From an optimization exercise on the open Yosys and OpenROAD flow, aimed at small area; shortcuts taken in it are not production practice. Function was checked by simulation only, so behaviour that the tests miss may differ from the original. The clock input has no modelled driver; a real chip could not lean on it and would need a root buffer or a full tree. Power and IR drop assume default switching activity.

## final_top
module final_top(
	input clk100,
	input rst,
	output servoOut,
	output actuatorPull,
	output actuatorPush,
	input [2:0] infraSensor,
	input servoPhotoT,
	input RPhotoT,
	input LPhotoT,
	input motor,
	output [3:0] IN,
	output [6:0] seg,
	output [3:0] an
	);
	logic fsx, fsy, fsz;
	wire fs_wait = !fsx && !fsy && !fsz;
	wire first = !fsx && fsy && !fsz;
	logic [16:0] ddp;
	wire [16:0] dd = ddp ^ 17'h15555;
	logic [2:0] hi;
	logic en_r;
	logic ina, inb;       
	wire dz16 = (dd[15:0] == 16'd0);
	wire dd_zero = dz16 && !dd[16];
	wire dd_last = dz16 && dd[16];                       
	wire dd_clr = ((dd & 17'h1ff6f) == 17'h11346);       
	always @(posedge clk100) begin
		if (rst) begin
			ddp <= 17'h15555;
			hi <= 0;
			en_r <= 1;
			ina <= 0; inb <= 0;
		end else begin
			ddp <= {dd[15:0], dd[16] ^ dd[13] ^ dz16} ^ 17'h15555;
			if (dd_zero && !first) hi <= hi + 3'd1;
			if (dd_clr) en_r <= 0;
			else if (dd_last) en_r <= 1;
			ina <= en_r && !motor && !(infraSensor == 3'b001 || infraSensor == 3'b011);
			inb <= en_r && !motor && !(infraSensor == 3'b100 || infraSensor == 3'b110);
		end
	end
	assign an = {hi[2:1] != 2'd0, hi[2:1] != 2'd1, hi[2:1] != 2'd2, hi[2:1] != 2'd3};
	assign IN = {inb, ina && !inb, !ina && inb, ina};
	logic [13:0] wp;
	wire [13:0] w = wp ^ 14'h1555;
	logic ron, lon, son;    
	wire ro = !ron, lo = !lon, so = !son;
	logic [7:0] cr, cL, cs;
	logic r2, l2, af, s2;
	wire er = RPhotoT ^ ro;
	wire el = LPhotoT ^ lo;
	wire es = servoPhotoT ^ so;
	wire ir = er;
	wire il = !er && el;
	wire is_ = !er && !el && es;
	wire wend = ((w & 14'h3bdf) == (14'h2a9f & 14'h3bdf));
  ...
Settings: LEC_CHECK=0, CAP_MARGIN=20, CORE_MARGIN=2, CORE_UTILIZATION=60, SLEW_MARGIN=20; clock period 10.0 ns.
standard.sh (not shown) runs the stock make flow with config.mk's settings and CLKGATE_MAP_FILE= SYNTH_SCRIPT=/design/flow/synth_recipe.tcl, a recipe that flattens the netlist after the stock synthesis.
==> flow/flow/run.sh <==
#!/bin/bash
# Layout flow: the standard synthesis, then an area-oriented re-mapping of the
# combinational logic between the registers (registers, their names and cells are
# untouched; several ABC scripts are tried and the smallest result that is proven
# equivalent to the standard netlist is used), then the standard
# floorplan and placement with single-drive port buffers, a two-level clock tree
# built here (flow/cts.tcl), and the standard routing and finish. Each tool's output goes to its own log here.
set -euo pipefail
W=$(pwd)
RES=$W/orfs/results/$FLOW_PLATFORM/final_top/base
LIB=$FLOW_HOME/platforms/$FLOW_PLATFORM/lib/sky130_fd_sc_hd__tt_025C_1v80.lib
YOSYS=${YOSYS_EXE:-/OpenROAD-flow-scripts/tools/install/yosys/bin/yosys}
[[ -x $YOSYS ]] || YOSYS=$(command -v yosys)

# 1. standard synthesis
bash standard.sh synth > $W/log_1_standard_synth.log 2>&1

# 2. re-map the combinational logic for area
R=$W/remap
mkdir -p $R
cp $RES/1_2_yosys.v $R/in.v
DU=""
for c in $(sed -n '/^export DONT_USE_CELLS/,/^#/p' $FLOW_HOME/platforms/$FLOW_PLATFORM/config.mk | grep -o 'sky130_fd_sc_hd__[a-z0-9_]*'); do
  DU="$DU -dont_use $c"
done
cat > $R/flat.ys <<EOS
read_liberty -overwrite -ignore_miss_func $LIB
read_verilog $R/in.v
hierarchy -top $FLOW_TOP
blackbox sky130_fd_sc_hd__dfxtp_1
flatten
rename -hide w:*.*
opt_clean -purge
select -module $FLOW_TOP
write_verilog -noattr -selected $R/flat.v
EOS
$YOSYS -l $W/log_2_remap_flat.log -q $R/flat.ys > /dev/null 2>&1 || true

SCRIPTS=(
  "+strash;&get,-n;&deepsyn,-T,30,-S,1;&st;&if,-K,4;&mfs;&st;&deepsyn,-T,10;&dch;&nf,-a,-R,1000;&put"
  "+strash;&get,-n;&deepsyn,-T,30,-S,2;&st;&if,-K,4;&mfs;&st;&deepsyn,-T,10;&dch;&nf,-a,-R,1000;&put"
  "+strash;&get,-n;&deepsyn,-T,30,-S,3;&st;&if,-K,4;&mfs;&st;&deepsyn,-T,10;&dch;&nf,-a,-R,1000;&put"
  "+strash;&get,-n;&deepsyn,-T,30,-S,4;&st;&if,-K,3;&mfs;&st;&deepsyn,-T,10;&dch;&nf,-a,-R,1000;&put"
  "+strash;&get,-n;&deepsyn,-T,30,-S,5;&st;&if,-K,4;&mfs;&st;&deepsyn,-T,10;&dch;&nf,-a,-R,1000;&put"
  "+strash;&get,-n;&deepsyn,-T,30,-S,6;&st;&if,-K,3;&mfs;&st;&deepsyn,-T,10;&dch;&nf,-a,-R,1000;&put"
  "+strash;&get,-n;&deepsyn,-T,30,-S,7;&dch;&nf,-a,-R,1000;&put"
  "+strash;&get,-n;&deepsyn,-T,30,-S,8;&dch,-f;&nf,-a,-R,1000;&st;&dch;&nf,-a,-R,1000;&put"
)
if [[ -s $R/flat.v ]]; then
  for i in "${!SCRIPTS[@]}"; do
    cat > $R/map$i.ys <<EOS
read_liberty -lib $LIB
read_verilog $R/flat.v
hierarchy -top $FLOW_TOP
techmap
opt -fast
abc -liberty $LIB $DU -script ${SCRIPTS[$i]}
opt_clean -purge
splitnets
hilomap -singleton -hicell sky130_fd_sc_hd__conb_1 HI -locell sky130_fd_sc_hd__conb_1 LO
insbuf -buf sky130_fd_sc_hd__buf_1 A X
opt_clean -purge
tee -o $R/area$i.txt stat -liberty $LIB
write_verilog -noattr -noexpr -nohex -nodec $R/out$i.v
EOS
    ( $YOSYS -l $W/log_2_remap_map$i.log -q $R/map$i.ys > /dev/null 2>&1 || true ) &
    (( (i + 1) % 4 == 0 )) && wait
  done
  wait
fi
# candidates, smallest first
CANDS=$(for i in "${!SCRIPTS[@]}"; do
  a=$(grep -h 'Chip area' $R/area$i.txt 2>/dev/null | awk '{print $NF}')
  [[ -n "$a" && -s $R/out$i.v ]] && echo "$a $i"
done | sort -g | awk '{print $2}')
echo "remap candidates (smallest first): $CANDS"
remapped=none
for i in $CANDS; do
  cat > $R/equiv$i.ys <<EOS
read_liberty -overwrite -ignore_miss_func $LIB
blackbox sky130_fd_sc_hd__dfxtp_1
read_verilog $R/in.v
rename $FLOW_TOP gold
read_verilog $R/out$i.v
rename $FLOW_TOP gate
flatten gold gate
opt_clean
equiv_make gold gate eq
hierarchy -top eq
equiv_simple
equiv_status -assert
EOS
  if $YOSYS -l $W/log_2_remap_equiv$i.log -q $R/equiv$i.ys > /dev/null 2>&1 &&
     [[ $(grep -c 'sky130_fd_sc_hd__dfxtp' $R/in.v) == $(grep -c 'sky130_fd_sc_hd__dfxtp' $R/out$i.v) ]]; then
    cp $R/out$i.v $RES/1_2_yosys.v
    rm -f $RES/1_synth.odb $RES/1_synth.sdc
    bash standard.sh synth > $W/log_2_remap_odb.log 2>&1
    remapped=$i
    break
  fi
done
echo "remapped with script: $remapped"

# 3. floorplan .. placement
export BUFFER_PORTS_ARGS="-buffer_cell sky130_fd_sc_hd__buf_1"
bash standard.sh place > $W/log_3_standard_place.log 2>&1

# 4. clock tree (flow/cts.tcl): a root buffer and NLEAF leaf buffers over equal
# groups of flip-flops. Configurations are tried smallest area first; the first
# whose flip-flop clock slew (placement estimate) is at most 118 ps is built.
export RES
export FLOW_CLOCK=$(grep -o 'get_ports {[^}]*}' constraint.sdc | head -1 | sed 's/get_ports {\(.*\)}/\1/')
export ROOTBUF=sky130_fd_sc_hd__clkbuf_4
CHOSEN="7 sky130_fd_sc_hd__clkbuf_8"
for cfg in "5 clkbuf_8" "10 clkbuf_4" "3 clkbuf_16" "11 clkbuf_4" "6 clkbuf_8" "12 clkbuf_4" "7 clkbuf_8" "13 clkbuf_4" "4 clkbuf_16" "14 clkbuf_4" "8 clkbuf_8"; do
  set -- $cfg
  s=$(CTS_TRIAL=1 NLEAF=$1 LEAFBUF=sky130_fd_sc_hd__$2 openroad -exit -no_init $W/flow/cts.tcl 2>&1 | tee -a $W/log_4_cts_trials.log | grep TRIAL_SLEW | awk '{print $2}' || true)
  echo "clock tree trial $cfg: slew $s"
  if [[ -n "$s" ]] && awk -v s="$s" 'BEGIN{exit !(s <= 0.118)}'; then
    CHOSEN="$1 sky130_fd_sc_hd__$2"
    break
  fi
done
set -- $CHOSEN
echo "clock tree: $CHOSEN"
NLEAF=$1 LEAFBUF=$2 openroad -exit -no_init $W/flow/cts.tcl > $W/log_4_cts.log 2>&1

# 5. routing .. finish (the standard steps from the clock-tree database on)
bash standard.sh finish > $W/log_5_standard_finish.log 2>&1
Other scripts of this flow, unchanged in this note and not shown: flow/flow/cts.tcl
==> next run, changes <==
PLACE_DENSITY = 0.9   (was default)
Result: Cell area hardly moves; power went down by 0.70%; worst hold slack is about the same.
==> next run, changes <==
--- a/flow/flow/run.sh
+++ b/flow/flow/run.sh
@@ -39,10 +39,10 @@
 SCRIPTS=(
-  "+strash;&get,-n;&deepsyn,-T,30,-S,1;&st;&if,-K,4;&mfs;&st;&deepsyn,-T,10;&dch;&nf,-a,-R,1000;&put"
-  "+strash;&get,-n;&deepsyn,-T,30,-S,2;&st;&if,-K,4;&mfs;&st;&deepsyn,-T,10;&dch;&nf,-a,-R,1000;&put"
-  "+strash;&get,-n;&deepsyn,-T,30,-S,3;&st;&if,-K,4;&mfs;&st;&deepsyn,-T,10;&dch;&nf,-a,-R,1000;&put"
-  "+strash;&get,-n;&deepsyn,-T,30,-S,4;&st;&if,-K,3;&mfs;&st;&deepsyn,-T,10;&dch;&nf,-a,-R,1000;&put"
-  "+strash;&get,-n;&deepsyn,-T,30,-S,5;&st;&if,-K,4;&mfs;&st;&deepsyn,-T,10;&dch;&nf,-a,-R,1000;&put"
-  "+strash;&get,-n;&deepsyn,-T,30,-S,6;&st;&if,-K,3;&mfs;&st;&deepsyn,-T,10;&dch;&nf,-a,-R,1000;&put"
-  "+strash;&get,-n;&deepsyn,-T,30,-S,7;&dch;&nf,-a,-R,1000;&put"
-  "+strash;&get,-n;&deepsyn,-T,30,-S,8;&dch,-f;&nf,-a,-R,1000;&st;&dch;&nf,-a,-R,1000;&put"
+  "+strash;&get,-n;&deepsyn,-T,30,-S,1;&dch;&nf,-a,-R,1000;&put"
+  "+strash;&get,-n;&deepsyn,-T,30,-S,2;&dch;&nf,-a,-R,1000;&put"
+  "+strash;&get,-n;&st;&syn2;&deepsyn,-T,30,-S,3;&st;&dch;&nf,-a,-R,1000;&put"
+  "+strash;&get,-n;&st;&syn2;&deepsyn,-T,30,-S,4;&st;&dch;&nf,-a,-R,1000;&put"
+  "+strash;&get,-n;&deepsyn,-T,30,-S,5;&dch;&nf,-a,-R,1000;&put"
+  "+strash;&get,-n;&deepsyn,-T,30,-S,6;&dch;&nf,-a,-R,1000;&put"
+  "+strash;&get,-n;&st;&syn2;&deepsyn,-T,30,-S,7;&st;&dch;&nf,-a,-R,1000;&put"
+  "+strash;&get,-n;&st;&syn2;&deepsyn,-T,30,-S,8;&st;&dch;&nf,-a,-R,1000;&put"
 )
@@ -116,3 +116,3 @@
   set -- $cfg
-  s=$(CTS_TRIAL=1 NLEAF=$1 LEAFBUF=sky130_fd_sc_hd__$2 openroad -exit -no_init $W/flow/cts.tcl 2>&1 | tee -a $W/log_4_cts_trials.log | grep TRIAL_SLEW | awk '{print $2}' || true)
+  s=$(CTS_TRIAL=1 NLEAF=$1 LEAFBUF=sky130_fd_sc_hd__$2 openroad -exit -no_init $W/flow/cts.tcl 2>&1 | tee -a $W/log_4_cts_trials.log | grep TRIAL_SLEW | awk '{print $2}')
   echo "clock tree trial $cfg: slew $s"
PLACE_DENSITY = default   (was 0.9)
Effect:
- The new run ran to the end with no violations
- total power climbs by 3.8%
- wire length fell by 3.3%
- hold slack hardly moves
- via count falls by about 1.3%
- final area stays flat
- flip-flop and latch count stays the same
- die area stays flat
- synthesized cell count is about the same
==> next run, changes <==
--- a/flow/flow/run.sh
+++ b/flow/flow/run.sh
@@ -39,10 +39,10 @@
 SCRIPTS=(
-  "+strash;&get,-n;&deepsyn,-T,30,-S,1;&dch;&nf,-a,-R,1000;&put"
-  "+strash;&get,-n;&deepsyn,-T,30,-S,2;&dch;&nf,-a,-R,1000;&put"
-  "+strash;&get,-n;&st;&syn2;&deepsyn,-T,30,-S,3;&st;&dch;&nf,-a,-R,1000;&put"
-  "+strash;&get,-n;&st;&syn2;&deepsyn,-T,30,-S,4;&st;&dch;&nf,-a,-R,1000;&put"
-  "+strash;&get,-n;&deepsyn,-T,30,-S,5;&dch;&nf,-a,-R,1000;&put"
-  "+strash;&get,-n;&deepsyn,-T,30,-S,6;&dch;&nf,-a,-R,1000;&put"
-  "+strash;&get,-n;&st;&syn2;&deepsyn,-T,30,-S,7;&st;&dch;&nf,-a,-R,1000;&put"
-  "+strash;&get,-n;&st;&syn2;&deepsyn,-T,30,-S,8;&st;&dch;&nf,-a,-R,1000;&put"
+  "+strash;&get,-n;&deepsyn,-I,4,-J,50,-S,1;&st;&if,-K,4;&mfs;&st;&deepsyn,-I,2,-J,30;&dch;&nf,-a,-R,1000;&put"
+  "+strash;&get,-n;&deepsyn,-I,4,-J,50,-S,2;&st;&if,-K,4;&mfs;&st;&deepsyn,-I,2,-J,30;&dch;&nf,-a,-R,1000;&put"
+  "+strash;&get,-n;&deepsyn,-I,4,-J,50,-S,3;&st;&if,-K,4;&mfs;&st;&deepsyn,-I,2,-J,30;&dch;&nf,-a,-R,1000;&put"
+  "+strash;&get,-n;&deepsyn,-I,4,-J,50,-S,4;&st;&if,-K,3;&mfs;&st;&deepsyn,-I,2,-J,30;&dch;&nf,-a,-R,1000;&put"
+  "+strash;&get,-n;&deepsyn,-I,4,-J,50,-S,5;&st;&if,-K,4;&mfs;&st;&deepsyn,-I,2,-J,30;&dch;&nf,-a,-R,1000;&put"
+  "+strash;&get,-n;&deepsyn,-I,4,-J,50,-S,6;&st;&if,-K,3;&mfs;&st;&deepsyn,-I,2,-J,30;&dch;&nf,-a,-R,1000;&put"
+  "+strash;&get,-n;&deepsyn,-I,4,-J,50,-S,7;&dch;&nf,-a,-R,1000;&put"
+  "+strash;&get,-n;&deepsyn,-I,4,-J,50,-S,8;&st;&if,-K,4;&mfs;&st;&if,-K,4;&mfs;&st;&deepsyn,-I,2,-J,30;&dch;&nf,-a,-R,1000;&put"
 )
@@ -109,3 +109,3 @@
 # groups of flip-flops. Configurations are tried smallest area first; the first
-# whose flip-flop clock slew (placement estimate) is at most 118 ps is built.
+# whose flip-flop clock slew (placement estimate) is at most 112 ps is built.
 export RES
@@ -116,5 +116,5 @@
   set -- $cfg
-  s=$(CTS_TRIAL=1 NLEAF=$1 LEAFBUF=sky130_fd_sc_hd__$2 openroad -exit -no_init $W/flow/cts.tcl 2>&1 | tee -a $W/log_4_cts_trials.log | grep TRIAL_SLEW | awk '{print $2}')
+  s=$(CTS_TRIAL=1 NLEAF=$1 LEAFBUF=sky130_fd_sc_hd__$2 openroad -exit -no_init $W/flow/cts.tcl 2>&1 | tee -a $W/log_4_cts_trials.log | grep TRIAL_SLEW | awk '{print $2}' || true)
   echo "clock tree trial $cfg: slew $s"
-  if [[ -n "$s" ]] && awk -v s="$s" 'BEGIN{exit !(s <= 0.118)}'; then
+  if [[ -n "$s" ]] && awk -v s="$s" 'BEGIN{exit !(s <= 0.112)}'; then
     CHOSEN="$1 sky130_fd_sc_hd__$2"
PLACE_DENSITY = 0.9   (was default)
After rerunning: The new run finished clean. Via count rose by about 1.7%. Worst setup slack got worse by 43 ps. Wire length rose by about 2.7%. Total power fell by about 3%. Core utilization stays flat.
In every run of this note, the design's own scripts or RTL, not TritonCTS, make the clock network.

-- separate check: timing with driven ports --
In the flow no input, the clock included, has a driving cell. The finished layouts below were timed again as built, in two steps. Step 1 assumes that a clkbuf_16 drives the clock port and a buf_2 every other input. Step 2, shift: input delay + t, output delay - t, t = (earliest + latest rising clock arrival at the registers) / 2. This alone moves slack from input paths to output paths. Three values: ideal, step 1, step 2; two values: the first two.
run	t, ns	slack for setup (ns)	hold slack, ns	worst setup path after step 2	latest minus earliest clock arrival (ns)
the first run	0.499	6.300 / 6.305 / 5.806	0.372 / 0.372 / 0.372	input to register	0.015 / 0.016
the second run	0.508	6.358 / 6.362 / 5.854	0.371 / 0.371 / 0.371	input to register	0.018 / 0.017
the third run	0.505	6.393 / 6.398 / 5.893	0.372 / 0.372 / 0.372	input to register	0.015 / 0.014
the fourth run	0.498	6.350 / 6.354 / 5.856	0.382 / 0.382 / 0.382	input to register	0.010 / 0.010
After both steps every run listed still meets setup and hold. For the second run, which loses most, drivers alone change the setup slack by +0.004 ns; drivers and shift together by -0.504 ns.
